Context: an optimization exercise on an open-source flow, tuned for small area. The choices shown serve that exercise and are no tape-out recipe.
RTL that was checked went through simulation tests only; none was proved equivalent to the original.
No functional check of the RTL was part of run 2.
No activity file was given, so power comes from the tool's default toggle rates.

### design/flow/config.mk
export PLATFORM = sky130hd
export DESIGN_NAME = jukebox_top
export DESIGN_NICKNAME = jukebox_top
export VERILOG_FILES = /design/flow/design.v
export SDC_FILE = /design/flow/constraint.sdc
export NUM_CORES = 4
export LEC_CHECK = 0
export CAP_MARGIN = 20
export CORE_MARGIN = 2
export CORE_UTILIZATION = 40
export SLEW_MARGIN = 20
### design/flow/constraint.sdc
create_clock -name core_clock -period 80.0 [get_ports {clk}]
set_input_delay 16.0000 -clock core_clock [delete_from_list [all_inputs] [get_ports {clk}]]
set_output_delay 16.0000 -clock core_clock [all_outputs]
set_load 0.01 [all_outputs]
### design/flow/design.v
module jukebox_top (
    input        clk,         
    input        rst_n,       
    input        uart_rx,     
    output       led_blink,
    output       led_pwm,
    output       buzzer,
    output       lcd_rs,
    output       lcd_en,
    output [3:0] lcd_data
);
reg [18:0] counter;
always @(posedge clk) begin
    if (!rst_n) counter <= 19'd0;
    else        counter <= counter + 19'd1;
end
assign led_blink = counter[12];
wire [1:0]  fade_w = counter[17:16];
wire [15:0] fade_x = counter[15:0];
assign led_pwm = (fade_w == 2'd1 && fade_x != 16'hFFFF) ||
                 (fade_w == 2'd2 && fade_x <= 16'd43689) ||
                 (fade_w == 2'd3 && fade_x <= 16'd21844);
wire [6:0] uart_data;
uart_rx u_uart (
    .i_CLK(clk),
    .i_RST_N(rst_n),
    .i_RX(uart_rx),
    .o_DATA(uart_data)
);
localparam [3:0] N_REST = 4'd0, N_C4 = 4'd1, N_D4 = 4'd2, N_E4 = 4'd3,
                 N_F4 = 4'd4, N_G4 = 4'd5, N_A4 = 4'd6, N_B4 = 4'd7, N_C5 = 4'd8;
reg [13:0] jukebox_counter;    
reg [6:0]  jukebox_index;      
reg [3:0]  jukebox_note;       
reg [3:0]  music_note;         
reg [3:0]  divisor_note;       
reg [15:0] music_counter;      
reg [6:0]  line2_char;         
wire period_end = (jukebox_counter == 14'd15000);
function [3:0] song_note(input [6:0] i);
    case (i)
        7'd1: song_note = N_C4;  7'd2: song_note = N_D4;  7'd3: song_note = N_E4;
        7'd4: song_note = N_F4;  7'd5: song_note = N_G4;  7'd6: song_note = N_A4;
        7'd7: song_note = N_B4;  7'd8: song_note = N_C5;
        7'd10: song_note = N_E4; 7'd11: song_note = N_D4; 7'd12: song_note = N_C4;
        7'd13: song_note = N_D4; 7'd14: song_note = N_E4; 7'd15: song_note = N_E4;
        7'd16: song_note = N_E4; 7'd17: song_note = N_REST;
        7'd18: song_note = N_D4; 7'd19: song_note = N_D4; 7'd20: song_note = N_D4;
        7'd21: song_note = N_E4; 7'd22: song_note = N_E4; 7'd23: song_note = N_E4;
        7'd24: song_note = N_REST;
        7'd25: song_note = N_E4; 7'd26: song_note = N_D4; 7'd27: song_note = N_C4;
        7'd28: song_note = N_D4; 7'd29: song_note = N_E4; 7'd30: song_note = N_E4;
        7'd31: song_note = N_E4;
        7'd32: song_note = N_E4; 7'd33: song_note = N_D4; 7'd34: song_note = N_D4;
        7'd35: song_note = N_E4; 7'd36: song_note = N_D4; 7'd37: song_note = N_C4;
        7'd38: song_note = N_REST;
        7'd40: song_note = N_C4; 7'd41: song_note = N_C4; 7'd42: song_note = N_G4;
        7'd43: song_note = N_G4; 7'd44: song_note = N_A4; 7'd45: song_note = N_A4;
        7'd46: song_note = N_G4; 7'd47: song_note = N_REST;
        7'd48: song_note = N_F4; 7'd49: song_note = N_F4; 7'd50: song_note = N_E4;
        7'd51: song_note = N_E4; 7'd52: song_note = N_D4; 7'd53: song_note = N_D4;
        7'd54: song_note = N_C4; 7'd55: song_note = N_REST;
        7'd56: song_note = N_G4; 7'd57: song_note = N_G4; 7'd58: song_note = N_F4;
        7'd59: song_note = N_F4; 7'd60: song_note = N_E4; 7'd61: song_note = N_E4;
        7'd62: song_note = N_D4; 7'd63: song_note = N_REST;
        7'd64: song_note = N_G4; 7'd65: song_note = N_G4; 7'd66: song_note = N_F4;
        7'd67: song_note = N_F4; 7'd68: song_note = N_E4; 7'd69: song_note = N_E4;
        7'd70: song_note = N_D4; 7'd71: song_note = N_REST;
        7'd72: song_note = N_C4; 7'd73: song_note = N_C4; 7'd74: song_note = N_G4;
        7'd75: song_note = N_G4; 7'd76: song_note = N_A4; 7'd77: song_note = N_A4;
        7'd78: song_note = N_G4; 7'd79: song_note = N_REST;
        7'd80: song_note = N_F4; 7'd81: song_note = N_F4; 7'd82: song_note = N_E4;
        7'd83: song_note = N_E4; 7'd84: song_note = N_D4; 7'd85: song_note = N_D4;
        7'd86: song_note = N_C4; 7'd87: song_note = N_REST;
        7'd90: song_note = N_G4; 7'd91: song_note = N_G4; 7'd92: song_note = N_G4;
        7'd93: song_note = N_D4; 7'd94: song_note = N_E4; 7'd95: song_note = N_E4;
        7'd96: song_note = N_D4; 7'd97: song_note = N_REST;
        7'd98: song_note = N_B4; 7'd99: song_note = N_B4; 7'd100: song_note = N_A4;
        7'd101: song_note = N_A4; 7'd102: song_note = N_G4; 7'd103: song_note = N_REST;
        7'd104: song_note = N_D4; 7'd105: song_note = N_G4; 7'd106: song_note = N_G4;
        7'd107: song_note = N_G4; 7'd108: song_note = N_D4; 7'd109: song_note = N_E4;
        7'd110: song_note = N_E4; 7'd111: song_note = N_D4; 7'd112: song_note = N_REST;
        7'd113: song_note = N_B4; 7'd114: song_note = N_B4; 7'd115: song_note = N_A4;
        7'd116: song_note = N_A4; 7'd117: song_note = N_G4; 7'd118: song_note = N_REST;
        default: song_note = N_REST;
    endcase
endfunction
wire index_end = (jukebox_index == 7'd9)  || (jukebox_index == 7'd39) ||
                 (jukebox_index == 7'd88) || (jukebox_index == 7'd119);
reg [6:0] index_next;
always @(*) begin
    index_next = jukebox_index;
    if (period_end) begin
        case (uart_data)
            "A": index_next = (jukebox_index >= 7'd1  && jukebox_index < 7'd10)  ? jukebox_index + 7'd1 : 7'd1;
            "B": index_next = (jukebox_index >= 7'd10 && jukebox_index < 7'd40)  ? jukebox_index + 7'd1 : 7'd10;
            "C": index_next = (jukebox_index >= 7'd40 && jukebox_index < 7'd90)  ? jukebox_index + 7'd1 : 7'd40;
            "D": index_next = (jukebox_index >= 7'd90 && jukebox_index < 7'd120) ? jukebox_index + 7'd1 : 7'd90;
            default: index_next = 7'd0;
        endcase
    end
    if (index_end) index_next = 7'd0;
end
always @(posedge clk) begin
    if (!rst_n) begin
        jukebox_counter <= 14'd0;
        jukebox_index <= 7'd0;
        jukebox_note <= N_REST;
        music_note <= N_REST;
        line2_char <= "X";
    end else begin
        jukebox_index <= index_next;
        if (!index_end) jukebox_note <= song_note(jukebox_index);
        if (period_end) begin
            jukebox_counter <= 14'd0;
            line2_char <= uart_data;
        end else begin
            jukebox_counter <= jukebox_counter + 14'd1;
            music_note <= (jukebox_counter < 14'd12500) ? jukebox_note : N_REST;
        end
    end
end
reg [15:0] div_m1;
reg [15:0] div_half;
always @(*) begin
    case (divisor_note)
        N_C4: begin div_m1 = 16'd189; div_half = 16'd95; end
        N_D4: begin div_m1 = 16'd169; div_half = 16'd85; end
        N_E4: begin div_m1 = 16'd150; div_half = 16'd75; end
        N_F4: begin div_m1 = 16'd142; div_half = 16'd71; end
        N_G4: begin div_m1 = 16'd126; div_half = 16'd63; end
        N_A4: begin div_m1 = 16'd112; div_half = 16'd56; end
        N_B4: begin div_m1 = 16'd100; div_half = 16'd50; end
        N_C5: begin div_m1 = 16'd94;  div_half = 16'd47; end
        default: begin div_m1 = 16'd49999; div_half = 16'd25000; end
    endcase
end
always @(posedge clk) begin
    if (!rst_n) begin
        divisor_note <= N_REST;
        music_counter <= 16'd0;
    end else begin
        divisor_note <= music_note;
        if (music_counter < div_m1) music_counter <= music_counter + 16'd1;
        else                        music_counter <= 16'd0;
    end
end
assign buzzer = (music_note != N_REST) && (music_counter < div_half);
wire lcd_copy = (counter[14:0] == 15'h3FFF);
reg       lcd_valid;
reg [6:0] lcd_char;
always @(posedge clk) begin
    if (!rst_n) begin
        lcd_valid <= 1'b0;
        lcd_char <= "X";
    end else if (lcd_copy) begin
        lcd_valid <= 1'b1;
        lcd_char <= line2_char;
    end
end
lcd u_lcd (
    .CLOCK(clk),
    .SYNC_RST(rst_n),
    .REFRESH(counter[14]),
    .SCROLL(counter[18:15]),
    .VALID(lcd_valid),
    .CHAR2(lcd_char),
    .LCD_RS(lcd_rs),
    .LCD_EN(lcd_en),
    .LCD_DATA(lcd_data)
);
endmodule
module lcd (
    input            CLOCK,
    input            SYNC_RST,
    input            REFRESH,
    input      [3:0] SCROLL,
    input            VALID,
    input      [6:0] CHAR2,
    output reg       LCD_RS,
    output reg       LCD_EN,
    output reg [3:0] LCD_DATA
);
    localparam [2:0] STATE_UPPER_DATA = 3'd0, STATE_UPPER_CLOCK = 3'd1,
                     STATE_LOWER_DATA = 3'd2, STATE_LOWER_CLOCK = 3'd3,
                     STATE_NEXT_INSTRUCTION = 3'd4;
    localparam [127:0] LINE1 = "[Music Jukebox] ";
    localparam [127:0] SONG_A = "Do, Re, Mi...   ";
    localparam [127:0] SONG_B = "Little Lamb     ";
    localparam [127:0] SONG_C = "Twinkle Twinkle ";
    localparam [127:0] SONG_D = "Old MacDonald   ";
    reg [8:0] index;      
    reg [2:0] state;
    reg [3:0] delay;      
    wire [3:0] pos1 = index[3:0] + 4'd5 + SCROLL;    
    wire [3:0] pos2 = index[3:0] + 4'd1 - SCROLL;    
    reg [7:0] char1, char2;
    always @(*) begin
        char1 = LINE1[(15 - pos1) * 8 +: 8];
        case (CHAR2)
            "A": char2 = SONG_A[(15 - pos2) * 8 +: 8];
            "B": char2 = SONG_B[(15 - pos2) * 8 +: 8];
            "C": char2 = SONG_C[(15 - pos2) * 8 +: 8];
            "D": char2 = SONG_D[(15 - pos2) * 8 +: 8];
            default: char2 = (pos2 == 4'd15) ? {1'b0, CHAR2} : "-";
        endcase
        if (!VALID) begin
            char1 = " ";
            char2 = " ";
        end
    end
    reg [8:0] instruction;
    always @(*) begin
        case (index)
            9'd0: instruction = {1'b0, 8'h33};
            9'd1: instruction = {1'b0, 8'h32};
            9'd2: instruction = {1'b0, 8'h28};
            9'd3: instruction = {1'b0, 8'h06};
            9'd4: instruction = {1'b0, 8'h0C};
            9'd5: instruction = {1'b0, 8'h01};
            9'd9: instruction = {1'b0, 8'h01};
            9'd10: instruction = {1'b0, 8'h80};
            9'd30: instruction = {1'b0, 8'hC0};
            default: begin
                if (index >= 9'd11 && index <= 9'd26)      instruction = {1'b1, char1};
                else if (index >= 9'd31 && index <= 9'd46) instruction = {1'b1, char2};
                else                                       instruction = 9'd0;
            end
        endcase
    end
    wire       is_chr = instruction[8];
    wire [3:0] delay_cycles = is_chr ? 4'd2 : 4'd15;
    wire       delay_done = (delay == delay_cycles);
    wire       en_off = is_chr ? (delay > 4'd1) : (delay > 4'd7);
    always @(posedge CLOCK) begin
        if (!SYNC_RST) begin
            index <= 9'd0;
            state <= STATE_UPPER_DATA;
            delay <= 4'd0;
            LCD_RS <= 1'b0;
            LCD_EN <= 1'b0;
            LCD_DATA <= 4'h0;
        end else begin
            case (state)
                STATE_UPPER_DATA: begin
                    LCD_EN <= 1'b1;
                    LCD_RS <= is_chr;
                    LCD_DATA <= instruction[7:4];
                    state <= STATE_UPPER_CLOCK;
                    delay <= 4'd0;
                end
                STATE_UPPER_CLOCK: begin
                    if (!delay_done) begin
                        delay <= delay + 4'd1;
                        if (en_off) LCD_EN <= 1'b0;
                    end else begin
                        state <= STATE_LOWER_DATA;
                        delay <= 4'd0;
                    end
                end
                STATE_LOWER_DATA: begin
                    LCD_EN <= 1'b1;
                    LCD_RS <= is_chr;
                    LCD_DATA <= instruction[3:0];
                    state <= STATE_LOWER_CLOCK;
                    delay <= 4'd0;
                end
                STATE_LOWER_CLOCK: begin
                    if (!delay_done) begin
                        delay <= delay + 4'd1;
                        if (en_off) LCD_EN <= 1'b0;
                    end else begin
                        state <= STATE_NEXT_INSTRUCTION;
                        delay <= 4'd0;
                    end
                end
                default: begin
                    if (!delay_done) begin
                        delay <= delay + 4'd1;
                    end else if (index != 9'd256) begin
                        index <= index + 9'd1;
                        state <= STATE_UPPER_DATA;
                    end else if (REFRESH) begin
                        index <= 9'd10;
                        state <= STATE_UPPER_DATA;
                    end
                end
            endcase
        end
    end
endmodule
module uart_rx (
    input        i_CLK,
    input        i_RST_N,
    input        i_RX,
    output [6:0] o_DATA
);
    localparam [1:0] STATE_IDLE = 2'd0, STATE_START = 2'd1,
                     STATE_DATA = 2'd2, STATE_STOP = 2'd3;
    reg [1:0] state;
    reg [5:0] delay_count;
    reg [2:0] data_index;
    reg [6:0] r_DATA;
    assign o_DATA = r_DATA;
    reg [10:0] rx_pipe;
    wire r_RX = rx_pipe[10];
    always @(posedge i_CLK) begin
        if (!i_RST_N) rx_pipe <= 11'h7FF;
        else          rx_pipe <= {rx_pipe[9:0], i_RX};
    end
    always @(posedge i_CLK) begin
        if (!i_RST_N) begin
            state <= STATE_IDLE;
            delay_count <= 6'd0;
            data_index <= 3'd0;
            r_DATA <= "X";
        end else begin
            case (state)
                STATE_IDLE: begin
                    delay_count <= 6'd0;
                    data_index <= 3'd0;
                    if (!r_RX) state <= STATE_START;
                end
                STATE_START: begin
                    if (delay_count < 6'd20) begin
                        delay_count <= delay_count + 6'd1;
                    end else begin
                        delay_count <= 6'd0;
                        state <= r_RX ? STATE_IDLE : STATE_DATA;
                    end
                end
                STATE_DATA: begin
                    if (delay_count < 6'd42) begin
                        delay_count <= delay_count + 6'd1;
                        if (delay_count == 6'd41 && data_index != 3'd7)
                            r_DATA[data_index] <= r_RX;
                    end else begin
                        delay_count <= 6'd0;
                        if (data_index != 3'd7) data_index <= data_index + 3'd1;
                        else                    state <= STATE_STOP;
                    end
                end
                STATE_STOP: begin
                    if (delay_count < 6'd41) delay_count <= delay_count + 6'd1;
                    else if (r_RX)           state <= STATE_IDLE;
                end
            endcase
        end
    end
endmodule
### design/flow/run.sh
#!/bin/bash
# synth_recipe.tcl (not shown) runs the flow's synth.tcl, then flattens the netlist and writes it again
# the make line also repeats each setting of config.mk as NAME=value (left out here)
make -C /OpenROAD-flow-scripts/flow DESIGN_CONFIG=/design/flow/config.mk WORK_HOME=/design/flow/orfs CLKGATE_MAP_FILE= SYNTH_SCRIPT=/design/flow/synth_recipe.tcl finish
==> run notes, run 1 <==
Yosys reg bits=143; Yosys cell types=85; Area Overhead vs Synth=9.64%; type of the worst min-delay path=flop to flop; Clock Tree Buf Depth=2; most used routing layer=met2; GR Layer Usage met1=24.6%; vias in the first global route=7592; Setup CP Type=flop to output port; Max Fclk=52.8 MHz; Total Nets Final=1271; share of cells above drive strength 1=5.89%; max cap viols=0; chip height=159 µm; via/cell ratio=5.57; Design Area, Final=10600 µm²; leading area contributor after synthesis=dfxtp_1; min Tclk post-route=18.94 ns; Die W=159 µm; Num CTS Buffers=17; Peak VDD IR=0.0147 mV; GR Overflow Total=0; CTS H-Tree Depth=4; sequential fraction of the synthesis area=29.6%; RSZ-0062 raised after global routing=no; WP data arrival=2.94 ns; worst skew pair latency=0.43 ns; Cell Area, Placed=9980 µm²; Rows=56; Routed Antenna Nets=0; first drt pass iteration count=5; Ys Warns=3; Post-synth top flop=dfxtp_1; ant diodes=0; Post-Syn Area=9670 µm²; CTS tree=built; Root Buffer=clkbuf_16; CP Capture Type=output port; Post-Syn Nets=1301; Resized cells post-CTS=0; Post-CTS Hold Buffers=0; num ports=12; PortBufs=11; most frequent cells in the layout=dfxtp_1, nor2_1, nand2_1; worst slew pin tran=0.868 ns; crit path cell chain=ha_1 > a21o_1 > a21o_1 > a211oi_1 > o21ai_0 > a2111oi_0 > o31a_1 > clkdlybuf4s50_1; P per Cell Area=15.8 nW/µm²; commonest non-fill, non-tap cell in the layout=dfxtp_1; initial core utilization=40.9%; largest net degree at the start of global routing=57; Clock Skew=0.0117 ns; FFs w/ async S/R, synth=0%; final WL=22.5 mm; startpoint types=flop; slowest stage delay, CP=0.54 ns; Critical Path Slowest Stage Cell=clkdlybuf4s50_1; routability cong.=0.863; Post-route DRC=0; post-CTS setup buffers=0; drt initial violations=708; setup slack at placement=61.48 ns; synth top area cells=dfxtp_1, ha_1, nor2_1; Die ar.=25400 µm²; met3 Track Usage GR=3.02%; Wirelength per Cell=14.7 µm; status=complete, no violations; Yosys top cell area share=29.6%; first-pass GRT wire length=37.9 mm; Worst-path clk slew=0.07 ns; Sink Count=143; setup ws final=61.06 ns; routing usage on met2=27.3%; Pleak=3.99 nW; Vias=8491; setup TNS=0 ns; Worst EP required=64.00 ns; fill count=2353; final worst-path cycle share=23.7%; total track usage=17.6%; syn avg cell area=7.91 µm²; Hold Vio Cnt, Final=0; cell count after synthesis=1223; CP most frequent cell=a21o_1; CP max FO=5; Final Slew Violations=0; antenna violations before repair=0; dpl hpwl=15.8 mm; Core Box Area=23600 µm²; Post-synth EDFFs=0; # setup viols final=0; max_slew headroom=41.4%
flip-flops by register name, summed over array words and instances (netlist names), 8 cells and up, named ones only:
register	flops
music_counter	16
u_uart.rx_pipe	11
div_half	8
jukebox_counter	14
counter	19
u_lcd.index	9
cells by family (layout without fill, tap and decap cells):
| kind of cell | Yosys count | after routing | synth area share [%] |
|---|---|---|---|
| flip-flops | 143 | 143 | 29.6 |
| XOR/XNOR | 59 | 59 | 5.34 |
| AND/OR/NAND/NOR | 459 | 459 | 23.9 |
| buffers and inverters | 136 | 119 | 5.41 |
| AO/OA/AOI/OAI | 317 | 317 | 21.9 |
| multiplexers | 34 | 34 | 3.92 |
| adder cells (fa/ha/maj) | 75 | 75 | 9.86 |
synth_stat cells (8+ instances only):
cell type  number
clkbuf_1       58
a21o_1         11
nor4_1          8
inv_1          65
nor2_1        125
nand2b_1       34
mux2i_1        30
a22o_1         10
nand4_1        16
xnor2_1        31
and2_1         11
or2_2           9
o311ai_0       11
nor2b_1        18
ha_1           73
and3_1         17
nand3_1        54
xor2_1         28
o21ai_0        69
o31ai_1        11
dfxtp_1       143
a211oi_1       11
a21oi_1        80
nand2_1        95
a31oi_1        17
nor3_1         26
or3_1           8
final cells by class:
class | count | area (µm²) | share of cell area (%)
Inverter | 67 | 251 | 2.37
Timing Repair Buffer | 20 | 173 | 1.63
Sequential cell | 143 | 2860 | 27.0
Multi-Input combinational cell | 944 | 6290 | 59.4
Tap cell | 319 | 399 | 3.76
Clock inverter | 15 | 198 | 1.86
Clock buffer | 17 | 425 | 4.01
report_power, final:
group          switching (mW)  internal, mW
logic                 0.00462       0.00378
registers             0.00212        0.0728
clock network          0.0337        0.0502
total                  0.0404         0.127
final timing paths:
check / from / endpoint / slack (ns) / depth (start not counted)
max: music_counter[1] / buzzer / 61.06 / 8
min: u_uart.rx_pipe[3] / u_uart.rx_pipe[4] / 0.41 / 1
max reg2reg: u_lcd.index[2] / u_lcd.LCD_DATA[2] / 76.24 / 10
min reg2reg: u_uart.rx_pipe[3] / u_uart.rx_pipe[4] / 0.41 / 1
metal layers:
| layer | share of wire (%) | up-vias |
|---|---|---|
| met4 | 1.6 | 0 |
| li1 | - | 4349 |
| met5 | 0 | - |
| met3 | 3.4 | 29 |
| met1 | 50 | 3959 |
| met2 | 45 | 154 |
worst max-delay path: cells and delay by family, from the launching register on:
kind | cells | cell delay (ns)
buffers and inverters | 1 | 0.54
DFF | 1 | 0.41
adders and majority gates | 1 | 0.26
AOI/OAI and AO/OA | 6 | 1.30
per-stage QoR:
step	hold slack [ns]	instances	power (mW)	util, %
floorplan	0.386	1223	0.0824	-
global placement	0.390	1493	0.0849	42.3
detailed placement	0.395	1493	0.0851	42.3
CTS	0.415	1525	0.170	44.9
global route	0.421	1525	0.174	44.9
finish	0.411	1525	0.167	44.9
==> run 2: changes to the inputs <==
--- a/design/flow/design.v
+++ b/design/flow/design.v
@@ -35,4 +35,2 @@
 reg [3:0]  music_note;         
-reg [3:0]  divisor_note;       
-reg [15:0] music_counter;      
 reg [6:0]  line2_char;         
@@ -103,2 +101,4 @@
 end
+wire [3:0] music_note_next = period_end ? music_note :
+                             (jukebox_counter < 14'd12500) ? jukebox_note : N_REST;
 always @(posedge clk) begin
@@ -112,2 +112,3 @@
         jukebox_index <= index_next;
+        music_note <= music_note_next;
         if (!index_end) jukebox_note <= song_note(jukebox_index);
@@ -118,3 +119,2 @@
             jukebox_counter <= jukebox_counter + 14'd1;
-            music_note <= (jukebox_counter < 14'd12500) ? jukebox_note : N_REST;
         end
@@ -122,15 +122,18 @@
 end
-reg [15:0] div_m1;
-reg [15:0] div_half;
+reg [15:0] music_counter;      
+reg        music_below;
+reg        tone_out;
+reg [15:0] lim_wrap;
+reg [15:0] lim_half;
 always @(*) begin
-    case (divisor_note)
-        N_C4: begin div_m1 = 16'd189; div_half = 16'd95; end
-        N_D4: begin div_m1 = 16'd169; div_half = 16'd85; end
-        N_E4: begin div_m1 = 16'd150; div_half = 16'd75; end
-        N_F4: begin div_m1 = 16'd142; div_half = 16'd71; end
-        N_G4: begin div_m1 = 16'd126; div_half = 16'd63; end
-        N_A4: begin div_m1 = 16'd112; div_half = 16'd56; end
-        N_B4: begin div_m1 = 16'd100; div_half = 16'd50; end
-        N_C5: begin div_m1 = 16'd94;  div_half = 16'd47; end
-        default: begin div_m1 = 16'd49999; div_half = 16'd25000; end
+    case (music_note)
+        N_C4: begin lim_wrap = 16'd188; lim_half = 16'd94; end
+        N_D4: begin lim_wrap = 16'd168; lim_half = 16'd84; end
+        N_E4: begin lim_wrap = 16'd149; lim_half = 16'd74; end
+        N_F4: begin lim_wrap = 16'd141; lim_half = 16'd70; end
+        N_G4: begin lim_wrap = 16'd125; lim_half = 16'd62; end
+        N_A4: begin lim_wrap = 16'd111; lim_half = 16'd55; end
+        N_B4: begin lim_wrap = 16'd99;  lim_half = 16'd49; end
+        N_C5: begin lim_wrap = 16'd93;  lim_half = 16'd46; end
+        default: begin lim_wrap = 16'd49998; lim_half = 16'd24999; end
     endcase
@@ -139,11 +142,12 @@
     if (!rst_n) begin
-        divisor_note <= N_REST;
         music_counter <= 16'd0;
+        music_below <= 1'b1;
+        tone_out <= 1'b0;
     end else begin
-        divisor_note <= music_note;
-        if (music_counter < div_m1) music_counter <= music_counter + 16'd1;
-        else                        music_counter <= 16'd0;
+        music_counter <= music_below ? music_counter + 16'd1 : 16'd0;
+        music_below <= !music_below || (music_counter < lim_wrap);
+        tone_out <= (music_note_next != N_REST) && (!music_below || (music_counter < lim_half));
     end
 end
-assign buzzer = (music_note != N_REST) && (music_counter < div_half);
+assign buzzer = tone_out;
 wire lcd_copy = (counter[14:0] == 15'h3FFF);
@@ -183,25 +187,104 @@
 );
-    localparam [2:0] STATE_UPPER_DATA = 3'd0, STATE_UPPER_CLOCK = 3'd1,
-                     STATE_LOWER_DATA = 3'd2, STATE_LOWER_CLOCK = 3'd3,
-                     STATE_NEXT_INSTRUCTION = 3'd4;
-    localparam [127:0] LINE1 = "[Music Jukebox] ";
-    localparam [127:0] SONG_A = "Do, Re, Mi...   ";
-    localparam [127:0] SONG_B = "Little Lamb     ";
-    localparam [127:0] SONG_C = "Twinkle Twinkle ";
-    localparam [127:0] SONG_D = "Old MacDonald   ";
     reg [8:0] index;      
-    reg [2:0] state;
-    reg [3:0] delay;      
+    reg [5:0] step;       
     wire [3:0] pos1 = index[3:0] + 4'd5 + SCROLL;    
     wire [3:0] pos2 = index[3:0] + 4'd1 - SCROLL;    
-    reg [7:0] char1, char2;
+    reg [6:0] line1_rom;
+    always @(*) begin
+        case (pos1)
+            4'd0: line1_rom = 7'h5b;
+            4'd1: line1_rom = 7'h4d;
+            4'd2: line1_rom = 7'h75;
+            4'd3: line1_rom = 7'h73;
+            4'd4: line1_rom = 7'h69;
+            4'd5: line1_rom = 7'h63;
+            4'd6: line1_rom = 7'h20;
+            4'd7: line1_rom = 7'h4a;
+            4'd8: line1_rom = 7'h75;
+            4'd9: line1_rom = 7'h6b;
+            4'd10: line1_rom = 7'h65;
+            4'd11: line1_rom = 7'h62;
+            4'd12: line1_rom = 7'h6f;
+            4'd13: line1_rom = 7'h78;
+            4'd14: line1_rom = 7'h5d;
+            4'd15: line1_rom = 7'h20;
+        endcase
+    end
+    reg [6:0] title_rom;
     always @(*) begin
-        char1 = LINE1[(15 - pos1) * 8 +: 8];
-        case (CHAR2)
-            "A": char2 = SONG_A[(15 - pos2) * 8 +: 8];
-            "B": char2 = SONG_B[(15 - pos2) * 8 +: 8];
-            "C": char2 = SONG_C[(15 - pos2) * 8 +: 8];
-            "D": char2 = SONG_D[(15 - pos2) * 8 +: 8];
-            default: char2 = (pos2 == 4'd15) ? {1'b0, CHAR2} : "-";
+        case ({title, pos2})
+            6'd0: title_rom = 7'h44;
+            6'd1: title_rom = 7'h6f;
+            6'd2: title_rom = 7'h2c;
+            6'd3: title_rom = 7'h20;
+            6'd4: title_rom = 7'h52;
+            6'd5: title_rom = 7'h65;
+            6'd6: title_rom = 7'h2c;
+            6'd7: title_rom = 7'h20;
+            6'd8: title_rom = 7'h4d;
+            6'd9: title_rom = 7'h69;
+            6'd10: title_rom = 7'h2e;
+            6'd11: title_rom = 7'h2e;
+            6'd12: title_rom = 7'h2e;
+            6'd13: title_rom = 7'h20;
+            6'd14: title_rom = 7'h20;
+            6'd15: title_rom = 7'h20;
+            6'd16: title_rom = 7'h4c;
+            6'd17: title_rom = 7'h69;
+            6'd18: title_rom = 7'h74;
+            6'd19: title_rom = 7'h74;
+            6'd20: title_rom = 7'h6c;
+            6'd21: title_rom = 7'h65;
+            6'd22: title_rom = 7'h20;
+            6'd23: title_rom = 7'h4c;
+            6'd24: title_rom = 7'h61;
+            6'd25: title_rom = 7'h6d;
+            6'd26: title_rom = 7'h62;
+            6'd27: title_rom = 7'h20;
+            6'd28: title_rom = 7'h20;
+            6'd29: title_rom = 7'h20;
+            6'd30: title_rom = 7'h20;
+            6'd31: title_rom = 7'h20;
+            6'd32: title_rom = 7'h54;
+            6'd33: title_rom = 7'h77;
+            6'd34: title_rom = 7'h69;
+            6'd35: title_rom = 7'h6e;
+            6'd36: title_rom = 7'h6b;
+            6'd37: title_rom = 7'h6c;
+            6'd38: title_rom = 7'h65;
+            6'd39: title_rom = 7'h20;
+            6'd40: title_rom = 7'h54;
+            6'd41: title_rom = 7'h77;
+            6'd42: title_rom = 7'h69;
+            6'd43: title_rom = 7'h6e;
+            6'd44: title_rom = 7'h6b;
+            6'd45: title_rom = 7'h6c;
+            6'd46: title_rom = 7'h65;
+            6'd47: title_rom = 7'h20;
+            6'd48: title_rom = 7'h4f;
+            6'd49: title_rom = 7'h6c;
+            6'd50: title_rom = 7'h64;
+            6'd51: title_rom = 7'h20;
+            6'd52: title_rom = 7'h4d;
+            6'd53: title_rom = 7'h61;
+            6'd54: title_rom = 7'h63;
+            6'd55: title_rom = 7'h44;
+            6'd56: title_rom = 7'h6f;
+            6'd57: title_rom = 7'h6e;
+            6'd58: title_rom = 7'h61;
+            6'd59: title_rom = 7'h6c;
+            6'd60: title_rom = 7'h64;
+            6'd61: title_rom = 7'h20;
+            6'd62: title_rom = 7'h20;
+            6'd63: title_rom = 7'h20;
         endcase
+    end
+    wire       is_title = (CHAR2 == "A") || (CHAR2 == "B") || (CHAR2 == "C") || (CHAR2 == "D");
+    wire [1:0] title = CHAR2[2] ? 2'd3 : CHAR2[1:0] - 2'd1;
+    reg [7:0] char1, char2;
+    always @(*) begin
+        char1 = {1'b0, line1_rom};
+        if (is_title)           char2 = {1'b0, title_rom};
+        else if (pos2 == 4'd15) char2 = {1'b0, CHAR2};
+        else                    char2 = "-";
         if (!VALID) begin
@@ -230,6 +313,7 @@
     end
-    wire       is_chr = instruction[8];
-    wire [3:0] delay_cycles = is_chr ? 4'd2 : 4'd15;
-    wire       delay_done = (delay == delay_cycles);
-    wire       en_off = is_chr ? (delay > 4'd1) : (delay > 4'd7);
+    wire is_chr    = instruction[8];
+    wire step_hi   = (step == 6'd0);
+    wire step_lo   = is_chr ? (step == 6'd4) : (step == 6'd17);
+    wire step_last = is_chr ? (step == 6'd10) : (step == 6'd49);
+    wire step_off  = !is_chr && (step == 6'd9 || step == 6'd26);
     always @(posedge CLOCK) begin
@@ -237,4 +321,3 @@
             index <= 9'd0;
-            state <= STATE_UPPER_DATA;
-            delay <= 4'd0;
+            step <= 6'd0;
             LCD_RS <= 1'b0;
@@ -243,47 +326,18 @@
         end else begin
-            case (state)
-                STATE_UPPER_DATA: begin
-                    LCD_EN <= 1'b1;
-                    LCD_RS <= is_chr;
-                    LCD_DATA <= instruction[7:4];
-                    state <= STATE_UPPER_CLOCK;
-                    delay <= 4'd0;
-                end
-                STATE_UPPER_CLOCK: begin
-                    if (!delay_done) begin
-                        delay <= delay + 4'd1;
-                        if (en_off) LCD_EN <= 1'b0;
-                    end else begin
-                        state <= STATE_LOWER_DATA;
-                        delay <= 4'd0;
-                    end
-                end
-                STATE_LOWER_DATA: begin
-                    LCD_EN <= 1'b1;
-                    LCD_RS <= is_chr;
-                    LCD_DATA <= instruction[3:0];
-                    state <= STATE_LOWER_CLOCK;
-                    delay <= 4'd0;
-                end
-                STATE_LOWER_CLOCK: begin
-                    if (!delay_done) begin
-                        delay <= delay + 4'd1;
-                        if (en_off) LCD_EN <= 1'b0;
-                    end else begin
-                        state <= STATE_NEXT_INSTRUCTION;
-                        delay <= 4'd0;
-                    end
-                end
-                default: begin
-                    if (!delay_done) begin
-                        delay <= delay + 4'd1;
-                    end else if (index != 9'd256) begin
-                        index <= index + 9'd1;
-                        state <= STATE_UPPER_DATA;
-                    end else if (REFRESH) begin
-                        index <= 9'd10;
-                        state <= STATE_UPPER_DATA;
-                    end
-                end
-            endcase
+            if (step_hi || step_lo) begin
+                LCD_EN <= 1'b1;
+                LCD_RS <= is_chr;
+                LCD_DATA <= step_hi ? instruction[7:4] : instruction[3:0];
+            end else if (step_off) begin
+                LCD_EN <= 1'b0;
+            end
+            if (!step_last) begin
+                step <= step + 6'd1;
+            end else if (index != 9'd256) begin
+                index <= index + 9'd1;
+                step <= 6'd0;
+            end else if (REFRESH) begin
+                index <= 9'd10;
+                step <= 6'd0;
+            end
         end
==> design/flow/flow/run.sh (new file) <==
#!/bin/bash
# Layout flow: the standard synthesis, then the combinational logic between
# the registers is re-mapped for area with ABC (registers, their names and cell
# types are kept), then the standard layout from floorplan to finish.
set -euo pipefail
W=$(pwd)
F=$W/flow
R=$W/orfs/results/$FLOW_PLATFORM/jukebox_top/base
YOSYS=$(command -v yosys || echo "$FLOW_HOME/../tools/install/yosys/bin/yosys")

bash standard.sh synth > "$W/log_1_standard_synth.txt" 2>&1

cp "$R/1_2_yosys.v" "$W/standard_synth.v"
export LIBFILE="$FLOW_HOME/platforms/$FLOW_PLATFORM/lib/sky130_fd_sc_hd__tt_025C_1v80.lib"
export STD_NETLIST="$W/standard_synth.v"
export OUT_NETLIST="$W/resynth.v"
export ABC_SCRIPT="$F/area.abc"
"$YOSYS" -c "$F/resynth.tcl" > "$W/log_2_resynth.txt" 2>&1

cp "$OUT_NETLIST" "$R/1_2_yosys.v"
rm -f "$R/1_synth.odb" "$R/1_synth.sdc"
bash standard.sh > "$W/log_3_standard_layout.txt" 2>&1
==> design/flow/flow/area.abc (new file) <==
strash
&get -n
&deepsyn -T 60
&put
dch -f
amap
topo
==> design/flow/flow/resynth.tcl (new file) <==
# Re-map the combinational logic of the standard synthesis netlist for area.
# Sequential cells stay as they are (same instances, names and cell types).
yosys -import
set lib $::env(LIBFILE)
read_liberty -ignore_miss_func $lib
read_verilog $::env(STD_NETLIST)
setattr -mod -set blackbox 1 sky130_fd_sc_hd__df* sky130_fd_sc_hd__edf* sky130_fd_sc_hd__sdf* sky130_fd_sc_hd__dl*
hierarchy -top $::env(FLOW_TOP)
flatten
opt_clean -purge
abc -script $::env(ABC_SCRIPT) -liberty $lib -dont_use *lpflow* -dont_use *probe*
setundef -zero
hilomap -singleton -hicell sky130_fd_sc_hd__conb_1 HI -locell sky130_fd_sc_hd__conb_1 LO
splitnets
opt_clean -purge
insbuf -buf sky130_fd_sc_hd__buf_1 A X
stat -liberty $lib
write_verilog -noattr -nohex -nodec $::env(OUT_NETLIST)
==> design/flow/standard.sh (new file) <==
#!/bin/bash
# synth_recipe.tcl (not shown) runs the flow's synth.tcl, then flattens the netlist and writes it again
# the make line also repeats each setting of config.mk as NAME=value (left out here)
make -C /OpenROAD-flow-scripts/flow DESIGN_CONFIG=/design/flow/config.mk WORK_HOME=/design/flow/orfs CLKGATE_MAP_FILE= SYNTH_SCRIPT=/design/flow/synth_recipe.tcl "${@:-finish}"
removed: design/flow/run.sh
==> run notes, run 2 <==
status=complete, no violations; num ports=12; commonest non-fill, non-tap cell in the layout=nor2_1; Regs by FF count=counter x19, music_counter x16, jukebox_counter x14; Vias=6581; cell count after synthesis=944; Post-CTS Hold Buffers=0; syn avg cell area=7.25 µm²; Total Nets Final=976; final WL=16.0 mm; WP data arrival=3.76 ns; initial core utilization=41.1%; P per Cell Area=20.2 nW/µm²; Num CTS Buffers=17; Setup CP Type=flop to output port; most frequent cells in the layout=nor2_1, dfxtp_1, clkinv_1; post-CTS setup buffers=0; RSZ-0062 raised after global routing=no; setup ws final=60.24 ns; first-pass GRT wire length=27.6 mm; vias in the first global route=5922; CTS H-Tree Depth=4; CP Capture Type=output port; Routed Antenna Nets=0; share of cells above drive strength 1=3.25%; Max Fclk=50.6 MHz; max_slew headroom=38.8%; fill count=1622; PortBufs=11; antenna violations before repair=0; dpl hpwl=11.4 mm; Area Overhead vs Synth=14.9%; Rows=47; CTS tree=built; first drt pass iteration count=5; chip height=135 µm; drt initial violations=492; Core Box Area=16600 µm²; Worst EP required=64.00 ns; largest register by flop count=counter; final cell utilization of the core=47.3%; max cap viols=0; hold path start=u_uart.rx_pipe[2]; worst slew pin tran=0.909 ns; Post-route DRC=0; Resized cells post-CTS=0; via/cell ratio=5.46; Peak VDD IR=0.0170 mV; Die ar.=18200 µm²; Final Slew Violations=0; Hold Vio Cnt, Final=0; GR Overflow Total=0; Ys Warns=3; number of flip-flops in the largest register=19; min Tclk post-route=19.76 ns; Critical R2R Launch=u_lcd.index[2]; Root Buffer=clkbuf_16; final worst-path cycle share=24.7%; total track usage=18.4%; Wirelength per Cell=13.3 µm; CP max FO=4; setup slack at placement=60.70 ns; Worst-path clk slew=0.06 ns; Clock Skew=0.00841 ns; Clock power frac=52.3%; crit path launch=counter[0]; Comb pwr share=2.8%; Post-Syn Nets=947; Die W=135 µm; ant diodes=0; type of the worst min-delay path=flop to flop; Design Area, Final=7870 µm²; Post-Syn Area=6850 µm²; sequential share of power=44.8%; largest net degree at the start of global routing=43; Int Pwr=0.126 mW; worst skew pair latency=0.42 ns; Cell Area, Placed=7240 µm²; routability cong.=0.936; # setup viols final=0; switching share of total power=20.6%; Sink Count=140; Pleak=2.54 nW; switching power=0.0327 mW; setup TNS=0 ns; startpoint types=flop; Clock Tree Buf Depth=2
## run 2: cell count changes in the layout (fill, tap and decap cells not counted), moves of 40 or more
cell / before / now
ha_1: 73 / 0
nor2_1: 125 / 212
clkinv_1: 2 / 120
inv_1: 65 / 0
nand3_1: 54 / 14
## run 2: power groups by stage
stage	sequential (mW)	clock, mW	combinational [mW]
after floorplan	0.0726	0	0.00275
after global placement	0.0727	0	0.00452
after detailed placement	0.0727	0	0.00455
after CTS	0.0711	0.0849	0.00457
after global routing	0.0712	0.0879	0.00511
final	0.0711	0.0831	0.00451
## run 2: through the flow
stage,total power [mW],hold WS [ns],instances
final,0.159,0.409,1205
after global routing,0.164,0.439,1205
after CTS,0.161,0.416,1205
after detailed placement,0.0772,0.399,1174
after global placement,0.0772,0.395,1174
after floorplan,0.0753,0.391,944
## run 2: metal layers
metal	track usage (%)	up-vias	share of wire (%)
met5	0	-	0
met4	7.49	0	1.8
met3	3.90	35	5.5
met2	27.9	211	42
met1	25.5	2899	50
li1	-	3436	-
## run 2: worst max-delay path: stages (launching register included)
cell and delay [ns]:
dfxtp_1 0.35, nand2_1 0.09, nor2_1 0.21, nand2_1 0.10, nor2_1 0.20, nand2_1 0.11, nor2_1 0.20, nand2_1 0.10
nor2_1 0.19, nand2_1 0.10, nor2_1 0.19, nand2_1 0.10, nor2_1 0.16, nand2_1 0.11, nor2_1 0.15, nand2_1 0.10
nor2_1 0.17, nor2_1 0.08, a21o_1 0.17, clkdlybuf4s50_1 0.47
## run 2: cell type report
class | instances | area [µm²] | area share, %
multi-input cells | 680 | 3580 | 45.5
repair buffers | 14 | 133 | 1.69
clock buffers | 21 | 460 | 5.85
clock inverters | 10 | 164 | 2.08
flip-flops and latches | 140 | 2800 | 35.6
well taps | 220 | 275 | 3.50
inverters | 120 | 450 | 5.73
## run 2: final timing paths
| check | to | slack (ns) | cells past startpoint |
|---|---|---|---|
| setup / recovery | led_pwm | 60.24 | 19 |
| hold / removal | u_uart.rx_pipe[3] | 0.41 | 1 |
| setup reg to reg | u_lcd.LCD_DATA[0] | 74.62 | 24 |
| hold reg to reg | u_uart.rx_pipe[3] | 0.41 | 1 |

[port drivers added, routing unchanged]
How much do the figures lean on ideal ports? The routed layouts below were timed once more, with nothing changed but the port constraints.
Step 1 (the two cells are an assumption about what drives the block):
set clk [get_ports {clk}]
set_driving_cell -lib_cell sky130_fd_sc_hd__clkbuf_16 $clk
set_driving_cell -lib_cell sky130_fd_sc_hd__buf_2 [delete_from_list [all_inputs] $clk]
Step 2 also shifts input and output timing later by t, the mid clock arrival at the registers, as if the neighbouring blocks saw the same clock.
Slacks: ideal ports / drivers / drivers and shift; pairs: ideal ports / drivers.
run | t, ns | setup slack, ns | clock arrival spread, ns | worst data-port slew with drivers (ns)
run 1 | 0.468 | 61.064 / 61.017 / 61.485 | 0.016 / 0.016 | 0.03
run 2 | 0.459 | 60.238 / 60.195 / 60.654 | 0.011 / 0.011 | 0.03
After both steps every run listed still meets setup and hold.
